Context: an optimization exercise on an open-source flow, tuned for small area. The choices shown serve that exercise and are no tape-out recipe. At most, simulation tests tie the RTL to the original design; equivalence was not proved.

==> flow/design.v (excerpt) <==
module Multiplier32Bit (
	input[31:0] multiplicand,
	input[31:0] multiplier,
	input clk,
	input enable,
	input reset_n,
	output[31:0] aBus,
	output valid
);
export LEC_CHECK = 0
export CAP_MARGIN = 20
export CORE_MARGIN = 2
export CORE_UTILIZATION = 40
export CTS_BUF_LIST = sky130_fd_sc_hd__clkbuf_8
export GPL_TIMING_DRIVEN = 0
export SLEW_MARGIN = 20
export SYNTH_HIERARCHICAL = 1
export SYNTH_MINIMUM_KEEP_SIZE = 0
create_clock -name core_clock -period 10.0 [get_ports {clk}]
standard.sh (not shown) runs the stock make flow with config.mk's settings and CLKGATE_MAP_FILE= SYNTH_SCRIPT=/design/flow/synth_recipe.tcl, a recipe that flattens the netlist after the stock synthesis.
==> flow/flow/run.sh <==
#!/bin/bash
export BUFFER_PORTS_ARGS="-buffer_cell sky130_fd_sc_hd__buf_1"
export CTS_ARGS="-sink_clustering_enable -repair_clock_nets -dont_use_dummy_load -buf_list sky130_fd_sc_hd__clkbuf_4"
export POST_FLOORPLAN_TCL="$PWD/flow/downsize.tcl"
bash standard.sh RECOVER_POWER=100 finish > standard.log 2>&1
==> flow/flow/downsize.tcl <==
# Sourced after floorplanning (POST_FLOORPLAN_TCL): set every logic cell to
# the smallest drive strength of its function. Placement-stage repair and
# timing repair size up again where timing or slew needs it.
set db [ord::get_db]
set n 0
foreach inst [[ord::get_db_block] getInsts] {
  set m [[$inst getMaster] getName]
  if {![regexp {^(sky130_fd_sc_hd__[a-z0-9]+)_([0-9]+)$} $m -> base drive]} { continue }
  if {[regexp {dfxtp|dfrtp|conb|tap|fill|decap|clkbuf|clkinv|clkdly|dly} $base]} { continue }
  foreach d {0 1 2} {
    if {$d >= $drive} { break }
    set cand "${base}_$d"
    if {[$db findMaster $cand] != "NULL" && [llength [get_lib_cells -quiet $cand]] > 0 && [lsearch $::env(DONT_USE_CELLS) $cand] < 0} {
      replace_cell [$inst getName] $cand
      incr n
      break
    }
  }
}
puts "downsize: $n cells set to their smallest drive strength"
Then changed:
- GPL_TIMING_DRIVEN: 0 -> default
Effect: Worst setup slack improves by 0.13 ns. Cell area fell by about 4.6%. Clock-buffer cell count stays the same. Critical path depth stays the same. Flip-flop and latch count does not change. Routed wire length fell by 3.9%. Core utilization fell by 2.1 points.
Then changed:
==> flow/flow/run.sh (replaced) <==
#!/bin/bash
export BUFFER_PORTS_ARGS="-buffer_cell sky130_fd_sc_hd__buf_1"
export CTS_ARGS="-sink_clustering_enable -repair_clock_nets -dont_use_dummy_load -buf_list sky130_fd_sc_hd__clkbuf_8"
export POST_FLOORPLAN_TCL="$PWD/flow/downsize.tcl"
bash standard.sh RECOVER_POWER=100 finish > standard.log 2>&1
- GPL_TIMING_DRIVEN: default -> 0
Result:
- routed wire length increases by 4.0%
- hold slack hardly moves
- die area does not change
- global-route usage rises by 1.1 points
- cell area came out higher by 5.1%
- count of clock-buffer cells in the layout does not change
- fmax is lower by 1.6%
Then changed:
==> flow/flow/run.sh (replaced) <==
#!/bin/bash
export BUFFER_PORTS_ARGS="-buffer_cell sky130_fd_sc_hd__buf_1"
export CTS_ARGS="-sink_clustering_enable -repair_clock_nets -dont_use_dummy_load -buf_list {sky130_fd_sc_hd__clkbuf_4 sky130_fd_sc_hd__clkbuf_8}"
export POST_FLOORPLAN_TCL="$PWD/flow/downsize.tcl"
bash standard.sh RECOVER_POWER=100 finish > standard.log 2>&1
- GPL_TIMING_DRIVEN: 0 -> default
- routed wire length went down by about 4%
- critical path depth is higher by 2
- register-to-register slack improved by 0.03 ns
- cell area is lower by about 4.4%
- worst setup slack gets better by 0.11 ns
- via count came out lower by about 4.6%
- non-clock buffer count decreases by 10
- final cell count drops by about 1.6%
Then changed:
==> flow/flow/run.sh (replaced) <==
#!/bin/bash
export BUFFER_PORTS_ARGS="-buffer_cell sky130_fd_sc_hd__buf_1"
export CTS_ARGS="-sink_clustering_enable -repair_clock_nets -dont_use_dummy_load -buf_list sky130_fd_sc_hd__clkbuf_16 -sink_clustering_size 40 -sink_clustering_max_diameter 400"
export POST_FLOORPLAN_TCL="$PWD/flow/downsize.tcl"
bash standard.sh RECOVER_POWER=100 finish > standard.log 2>&1
After rerunning:
- The changed run finished with timing, DRC and antenna clean
- wire length is higher by about 0.35%
- setup slack gets worse by 0.059 ns
- hold slack gets worse by 0.012 ns
- via count barely changes
- clock-buffer cell count stays the same
- fmax is lower by about 0.6%
- area after synthesis does not change

========
Setup of run A:
Multiplier32Bit again, from the RTL that the note above started with.
export LEC_CHECK = 0
export CAP_MARGIN = 20
export CORE_MARGIN = 2
export CORE_UTILIZATION = 40
export CTS_BUF_LIST = sky130_fd_sc_hd__clkbuf_8
export SLEW_MARGIN = 20
export SYNTH_HIERARCHICAL = 1
export SYNTH_MINIMUM_KEEP_SIZE = 0
create_clock -name core_clock -period 10.0 [get_ports {clk}]
==> flow/flow/run.sh <==
#!/bin/bash
export BUFFER_PORTS_ARGS="-buffer_cell sky130_fd_sc_hd__buf_1"
export CTS_ARGS="-sink_clustering_enable -sink_clustering_levels 1 -repair_clock_nets -dont_use_dummy_load -buf_list sky130_fd_sc_hd__clkbuf_8"
export POST_FLOORPLAN_TCL="$PWD/flow/downsize.tcl"
bash standard.sh RECOVER_POWER=100 finish > standard.log 2>&1
Scripts as last shown in full above: flow/flow/downsize.tcl
### run A -> run B
==> flow/flow/run.sh <==
#!/bin/bash
export BUFFER_PORTS_ARGS="-buffer_cell sky130_fd_sc_hd__buf_1"
export CTS_ARGS="-repair_clock_nets -dont_use_dummy_load -buf_list sky130_fd_sc_hd__clkbuf_4"
export POST_FLOORPLAN_TCL="$PWD/flow/downsize.tcl"
bash standard.sh RECOVER_POWER=100 finish > standard.log 2>&1
Results
Run A -> run B: net count reported at finish delta 0, exact match. Diff run A -> run B: global router's overall resource usage roughly the same, wire length held steady, global-route wire length before repair held, worst hold slack rose 0.013 ns. Comparing run B against run A, there is no change at all in die area.
Changes in run C relative to run B:
==> flow/flow/run.sh <==
#!/bin/bash
export BUFFER_PORTS_ARGS="-buffer_cell sky130_fd_sc_hd__buf_1"
export CTS_ARGS="-sink_clustering_enable -repair_clock_nets -dont_use_dummy_load -buf_list sky130_fd_sc_hd__clkbuf_8"
export POST_FLOORPLAN_TCL="$PWD/flow/downsize.tcl"
bash standard.sh RECOVER_POWER=100 finish > standard.log 2>&1
==> run notes <==
- Looking at time the final worst path needs with I/O delays and setup across both flows, run C is the weaker of the two, with run B ahead.
- Run C packs its core more tightly than run B.
- Fraction of standard cell area that is sequential: run B vs run C — no meaningful difference
- Run C vs. run B: required time of the critical path moved down; placed wire-length estimate after detailed placement flat; slack of the critical path shows a reduction of 0.049 ns; global-route track usage on met3 climbed 0.37 points.
- In terms of routed length on met2, run B and run C differ only marginally.

========
Another version of the RTL of Multiplier32Bit (not shown whole).
Size in the first run: roughly 36 flip-flops.
==> flow/config.mk <==
export PLATFORM = sky130hd
export DESIGN_NAME = Multiplier32Bit
export DESIGN_NICKNAME = Multiplier32Bit
export VERILOG_FILES = /design/flow/design.v
export SDC_FILE = /design/flow/constraint.sdc
export NUM_CORES = 4
export LEC_CHECK = 0
export ABC_AREA = 1
export CAP_MARGIN = 20
export CORE_MARGIN = 2
export CORE_UTILIZATION = 40
export SLEW_MARGIN = 20
==> flow/constraint.sdc <==
create_clock -name core_clock -period 10.0 [get_ports {clk}]
set_input_delay 2.0000 -clock core_clock [delete_from_list [all_inputs] [get_ports {clk}]]
set_output_delay 2.0000 -clock core_clock [all_outputs]
set_load 0.01 [all_outputs]
==> flow/flow/run.sh <==
#!/bin/bash
export BUFFER_PORTS_ARGS="-buffer_cell sky130_fd_sc_hd__buf_1"
bash standard.sh RECOVER_POWER=100 finish > standard.log 2>&1
Edit:
==> flow/run.sh (new file) <==
#!/bin/bash
# synth_recipe.tcl (not shown) runs the flow's synth.tcl, then flattens the netlist and writes it again
# the make line also repeats each setting of config.mk as NAME=value (left out here)
make -C /OpenROAD-flow-scripts/flow DESIGN_CONFIG=/design/flow/config.mk WORK_HOME=/design/flow/orfs CLKGATE_MAP_FILE= SYNTH_SCRIPT=/design/flow/synth_recipe.tcl finish
removed: flow/flow/run.sh
removed: flow/standard.sh
What happened: Routed wire length climbs by 2.4%; synthesized cell count stays the same; via count shrinks by 0.35%; clock skew barely changes.
No functional check of the RTL was part of any run of this note.

========
Setup of quartz:
Multiplier32Bit with an RTL version that a note above also has.
For scale: roughly 500 cells after synthesis, roughly 37 flip-flops, about 100 I/O pins.
==> flow/config.mk <==
export PLATFORM = sky130hd
export DESIGN_NAME = Multiplier32Bit
export DESIGN_NICKNAME = Multiplier32Bit
export VERILOG_FILES = /design/flow/design.v
export SDC_FILE = /design/flow/constraint.sdc
export NUM_CORES = 4
export LEC_CHECK = 0
export CAP_MARGIN = 20
export CORE_MARGIN = 2
export CORE_UTILIZATION = 40
export CTS_BUF_LIST = sky130_fd_sc_hd__clkbuf_8
export SLEW_MARGIN = 20
export SYNTH_HIERARCHICAL = 1
export SYNTH_MINIMUM_KEEP_SIZE = 0
==> flow/constraint.sdc <==
create_clock -name core_clock -period 10.0 [get_ports {clk}]
set_input_delay 2.0000 -clock core_clock [delete_from_list [all_inputs] [get_ports {clk}]]
set_output_delay 2.0000 -clock core_clock [all_outputs]
set_load 0.01 [all_outputs]
==> flow/flow/run.sh <==
#!/bin/bash
export BUFFER_PORTS_ARGS="-buffer_cell sky130_fd_sc_hd__buf_1"
export CTS_ARGS="-sink_clustering_enable -repair_clock_nets -dont_use_dummy_load -buf_list sky130_fd_sc_hd__clkbuf_8 -sink_clustering_size 20 -sink_clustering_max_diameter 300"
export POST_FLOORPLAN_TCL="$PWD/flow/downsize.tcl"
bash standard.sh RECOVER_POWER=100 finish > standard.log 2>&1
Scripts as last shown in full above: flow/flow/downsize.tcl
In summary, quartz completed successfully, with a layout that passed the timing, design-rule and antenna checks.
### quartz -> raven
==> flow/flow/run.sh <==
#!/bin/bash
export BUFFER_PORTS_ARGS="-buffer_cell sky130_fd_sc_hd__buf_1"
export CTS_ARGS="-sink_clustering_enable -repair_clock_nets -dont_use_dummy_load -buf_list sky130_fd_sc_hd__clkbuf_8"
export POST_FLOORPLAN_TCL="$PWD/flow/downsize.tcl"
bash standard.sh RECOVER_POWER=100 finish > standard.log 2>&1
--- a/flow/config.mk
+++ b/flow/config.mk
@@ -8,5 +8,5 @@
 export CAP_MARGIN = 20
 export CORE_MARGIN = 2
-export CORE_UTILIZATION = 40
+export CORE_UTILIZATION = 60
 export CTS_BUF_LIST = sky130_fd_sc_hd__clkbuf_8
 export SLEW_MARGIN = 20
## What came out
- Every stage of the flow completed for raven, and the final layout passed the timing, design-rule and antenna checks.
- raven against quartz: total routing usage reported by global routing higher; clock period minus worst slack higher.
- Compared with quartz, raven shows a higher number of ordinary and repair buffers in the finished layout.
- Compared to quartz, raven has per-cell via count in the routed design about 7% higher.
- The routed wire length of raven falls short of that of quartz by 5.9%.
- Max latest clock arrival within the worst-skew pair across raven and quartz: quartz
The inputs of garnet differ from those of raven as listed below.
==> flow/flow/run.sh <==
#!/bin/bash
export BUFFER_PORTS_ARGS="-buffer_cell sky130_fd_sc_hd__buf_1"
export CTS_ARGS="-sink_clustering_enable -repair_clock_nets -dont_use_dummy_load -buf_list sky130_fd_sc_hd__clkbuf_4"
export POST_FLOORPLAN_TCL="$PWD/flow/downsize.tcl"
bash standard.sh RECOVER_POWER=100 finish > standard.log 2>&1
--- a/flow/config.mk
+++ b/flow/config.mk
@@ -8,5 +8,5 @@
 export CAP_MARGIN = 20
 export CORE_MARGIN = 2
-export CORE_UTILIZATION = 60
+export CORE_UTILIZATION = 40
 export CTS_BUF_LIST = sky130_fd_sc_hd__clkbuf_8
 export SLEW_MARGIN = 20
==> run notes <==
Summary of garnet over raven: proportion of layout cells with a drive suffix above 1 moved down, combined buffer and inverter count along the critical path up 1.
On fraction of area in multi-input gates, garnet tracks raven almost exactly.
The well-tap cell count in raven is 0.72 times that in garnet.
diff inputs: garnet => violet
==> flow/flow/run.sh <==
#!/bin/bash
export BUFFER_PORTS_ARGS="-buffer_cell sky130_fd_sc_hd__buf_1"
export CTS_ARGS="-sink_clustering_enable -repair_clock_nets -dont_use_dummy_load -buf_list sky130_fd_sc_hd__clkbuf_8"
export POST_FLOORPLAN_TCL="$PWD/flow/downsize.tcl"
bash standard.sh RECOVER_POWER=100 finish > standard.log 2>&1
--- a/flow/config.mk
+++ b/flow/config.mk
@@ -8,5 +8,5 @@
 export CAP_MARGIN = 20
 export CORE_MARGIN = 2
-export CORE_UTILIZATION = 40
+export CORE_UTILIZATION = 75
 export CTS_BUF_LIST = sky130_fd_sc_hd__clkbuf_8
 export SLEW_MARGIN = 20
==> comparison <==
In the tables for garnet and violet, relative area change from synthesis to final layout reads lower with violet. Looking at cell count, violet sits about 10% below garnet. The worst hold slack across all endpoints on garnet is in line with that on violet. violet against garnet: clock skew went up 9.0 ps.
diff inputs: violet => yarrow
--- a/flow/config.mk
+++ b/flow/config.mk
@@ -8,5 +8,5 @@
 export CAP_MARGIN = 20
 export CORE_MARGIN = 2
-export CORE_UTILIZATION = 75
+export CORE_UTILIZATION = 40
 export CTS_BUF_LIST = sky130_fd_sc_hd__clkbuf_8
 export SLEW_MARGIN = 20
Findings:
- From violet to yarrow the numbers moved as follows: signal arrival time at the worst endpoint shrank by 80 ps, hold-critical path depth grew by 1, highest fanout seen on the critical path grew by 7, number of pins with negative max-slew slack in the final report held steady.
- From violet to yarrow, number of flops mapped to enable cells by yosys did not move at all.
- On global-route wire length before repair, violet and yarrow are neck and neck.
- Going from violet to yarrow, sequential cell count held steady, cell area increased by 1.5% relative to the old numbers.
- When yarrow is set beside violet, its shortest clock period the worst path allows after layout turns out to be 110 ps smaller.
- yarrow vs violet on critical path depth: yarrow is the higher one.

==> separate check: timing with driven ports <==
The results above use ideal ports. As a check the final layouts listed here were re-extracted and re-timed, cells and wires unchanged.
Step 1 (the two cells are an assumption about what drives the block):
set clk [get_ports {clk}]
set_driving_cell -lib_cell sky130_fd_sc_hd__clkbuf_16 $clk
set_driving_cell -lib_cell sky130_fd_sc_hd__buf_2 [delete_from_list [all_inputs] $clk]
Step 2, shift: input delay + t, output delay - t, t = (earliest + latest rising clock arrival at the registers) / 2. This alone moves slack from input paths to output paths.
Three values: ideal, step 1, step 2; two values: the first two.
| run | t, ns | setup WS [ns] | hold slack, ns | clock arrival spread, ns | pins driven straight from the clock port |
|---|---|---|---|---|---|
| the first run of note 1 | 0.397 | 0.426 / 0.443 / 0.047 | 0.570 / 0.570 / 0.570 | 0.007 / 0.007 | 1 |
| the second run of note 1 | 0.409 | 0.561 / 0.575 / 0.166 | 0.567 / 0.567 / 0.567 | 0.009 / 0.008 | 1 |
| the third run of note 1 | 0.334 | 0.403 / 0.421 / 0.088 | 0.569 / 0.569 / 0.569 | 0.005 / 0.005 | 1 |
| the fourth run of note 1 | 0.339 | 0.512 / 0.528 / 0.190 | 0.555 / 0.555 / 0.555 | 0.009 / 0.009 | 1 |
| the fifth run of note 1 | 0.328 | 0.453 / 0.475 / 0.147 | 0.543 / 0.543 / 0.543 | 0.005 / 0.006 | 1 |
| run A | 0.339 | 0.512 / 0.528 / 0.190 | 0.555 / 0.555 / 0.555 | 0.009 / 0.009 | 1 |
| run B | 0.409 | 0.561 / 0.575 / 0.166 | 0.567 / 0.567 / 0.567 | 0.009 / 0.008 | 1 |
| run C | 0.339 | 0.512 / 0.528 / 0.190 | 0.555 / 0.555 / 0.555 | 0.009 / 0.009 | 1 |
| the first run of note 3 | 0.334 | 0.688 / 0.705 / 0.371 | 0.538 / 0.538 / 0.538 | 0.008 / 0.008 | 1 |
| the second run of note 3 | 0.338 | 0.716 / 0.738 / 0.400 | 0.535 / 0.535 / 0.535 | 0.009 / 0.008 | 1 |
| quartz | 0.339 | 0.512 / 0.528 / 0.190 | 0.555 / 0.555 / 0.555 | 0.009 / 0.009 | 1 |
| raven | 0.316 | 0.475 / 0.486 / 0.170 | 0.537 / 0.537 / 0.537 | 0.008 / 0.008 | 1 |
| garnet | 0.409 | 0.561 / 0.575 / 0.166 | 0.567 / 0.567 / 0.567 | 0.009 / 0.008 | 1 |
| violet | 0.323 | 0.402 / 0.402 / 0.080 | 0.565 / 0.565 / 0.565 | 0.017 / 0.017 | 1 |
| yarrow | 0.339 | 0.512 / 0.528 / 0.190 | 0.555 / 0.555 / 0.555 | 0.009 / 0.009 | 1 |
After both steps every run listed still meets setup and hold.
